This design comes from an exercise in tuning for a short achievable clock period and few clock cycles on the open sky130 flow, not from production work.
Only simulation tests tie the RTL to the original design; equivalence was not proved.
Power and IR drop assume default switching activity.

Setup of run A:
Design ShortestPath, start of the top module:
module ShortestPath(Go, Clk, Rst, L_In, M_In, L_Out, P_Out, M_Addr, L_Addr, P_Addr,
				M_En, M_Rw, L_En, L_Rw, P_En, P_Rw, Done);
For scale: about 360 cells after synthesis, roughly 150 flip-flops, ~0.0045 mm^2 of cells after synthesis.
Settings: LEC_CHECK=0, CAP_MARGIN=20, CORE_MARGIN=2, CORE_UTILIZATION=40, SETUP_SLACK_MARGIN=4.9, SLEW_MARGIN=20, TNS_END_PERCENT=100; clock period 7.0 ns.
run.sh (not shown) runs the stock make flow with config.mk's settings and CLKGATE_MAP_FILE= SYNTH_SCRIPT=/design/flow/synth_recipe.tcl, a recipe that flattens the netlist after the stock synthesis.
Testbench counts of run A, summed over its fixed seeds: cycles 65,596.
Modified inputs, run B compared to run A
- putting PLACE_DENSITY at 0.7 where nothing was set
- putting ABC_CLOCK_PERIOD_IN_PS at 2000 where nothing was set
- swapping 40 for 60 in CORE_UTILIZATION
## What came out
In the metrics for run A and run B, the one carrying the higher number of placed instances, taps included is run A.
Taking run A as the reference, in run B area added between synthesis and finish moved down, arrival time of the worst setup path level, met2 track demand over resource moved up, final estimated routing congestion in global placement moved up, final area level.
Power: run B draws more than run A
## Diff of input files: run C against run B
- ABC_CLOCK_PERIOD_IN_PS removed (was 2000)
- CTS_CLUSTER_DIAMETER newly set to 200
- CTS_CLUSTER_SIZE newly set to 30
- PLACE_DENSITY removed (was 0.7)
- CTS_BUF_LIST newly set to sky130_fd_sc_hd__clkbuf_16 sky130_fd_sc_hd__clkbuf_8
- CORE_UTILIZATION changed from 60 to 40
Findings:
- Diff run B -> run C: static leakage flat; sum of overflow across all layers after global routing held steady; maximum VDD drop -about 11%; final worst-path cycle share closely matched the old numbers; multi-input gate share of total cell area decreased by 0.23 points relative to the old numbers.
- The maximum clock skew at final layout on run C is in line with that on run B.
- Going from run B to run C, cell area after synthesis shows no meaningful change, fraction of cell area in non-clock buffers now smaller, sequential share of layout area did not really move.
- Sort run C and run B by switching part of the total asc -> top: run C
- Run C vs run B — first-pass GRT wire length dropped by a little under 10%
What run D does differently from run C at the input level:
- clearing CTS_CLUSTER_SIZE, which used to be 30
- clearing SETUP_SLACK_MARGIN, which used to be 4.9
- clearing CTS_CLUSTER_DIAMETER, which used to be 200
- clearing TNS_END_PERCENT, which used to be 100
- clearing CTS_BUF_LIST, which used to be sky130_fd_sc_hd__clkbuf_16 sky130_fd_sc_hd__clkbuf_8
Results
- Via count normalized by instance count for run D: 0.34% up relative to run C
- From run D to run C, number of multi-input combinational cells did not move at all.
- Per the comparison of run D with run C, setup slack after layout decreased 480 ps, clock network fraction of design power increased by 0.2 points relative to the old numbers, detailed-route wire length did not really move, initial antenna violation count roughly the same, data arrival time of the critical path climbed 480 ps.
- Compare run D and run C | count of clock-buffer cells in the layout lower: run C
- On run D: final period demand of the worst path is 480 ps higher than what run C gave.
- Of the two values seen for start point of the critical path, w_addr_r[5] was produced by run C and l_out_r[7] by run D.
- Comparing run D and run C, the lower sequential share of layout area is on run D.
## Diff of input files: run E against run D
- putting CTS_CLUSTER_DIAMETER at 500 where nothing was set
- putting TNS_END_PERCENT at 100 where nothing was set
- putting SETUP_SLACK_MARGIN at 4.9 where nothing was set
- putting CTS_CLUSTER_SIZE at 100 where nothing was set
- putting CTS_BUF_LIST at sky130_fd_sc_hd__clkbuf_16 where nothing was set
Between run E and run D, it is run E whose worst-margin pin slew is lower, by 8.0 ps.
Of run D and run E, run D shows the higher portion of total power attributed to the clock network, with run E below it.
Reg2reg setup slack: run D vs run E — no meaningful difference
As far as total non-filler cell area in the finished layout is concerned, run E and run D perform about the same.
Diff run D..run E | routed via count | negligible
Looking at post-layout minimum cycle time across run D and run E, the one that comes out lower is run E.
Run E -> run D: initial antenna violation count delta 0, exact match
Taking run D as the reference, in run E H-tree depth neither gained nor lost much; count of clock-buffer cells in the layout shrank by 3; final wirelength now sits higher.
For hold slack, run E and run D come out practically identical.

what the ideal ports hide:
The flow's constraints put no driver on any port. The routed layouts listed below were extracted and timed again, unchanged, in two steps.
Step 1 sets driving cells, clkbuf_16 on the clock port and buf_2 on the other inputs (assumed; they add their load-dependent delay and slew).
Step 2 also shifts input and output timing later by t, the mid clock arrival at the registers, as if the neighbouring blocks saw the same clock.
Three values: ideal, step 1, step 2; two values: the first two.
run	t (ns)	setup slack, ns	hold slack, ns	worst setup path after step 2
run A	0.552	4.627 / 4.596 / 4.547	0.325 / 0.325 / 0.325	input to register
run B	0.544	4.618 / 4.585 / 4.557	0.324 / 0.324 / 0.324	input to register
run C	0.552	4.627 / 4.596 / 4.547	0.324 / 0.324 / 0.324	input to register
run D	0.552	4.149 / 4.117 / 4.547	0.325 / 0.325 / 0.325	input to register
run E	0.446	4.741 / 4.705 / 4.537	0.323 / 0.323 / 0.323	input to register
After both steps every run listed still meets setup and hold. The setup slack of run E, which loses most, moves by -0.036 ns with the drivers and by -0.204 ns with both steps.
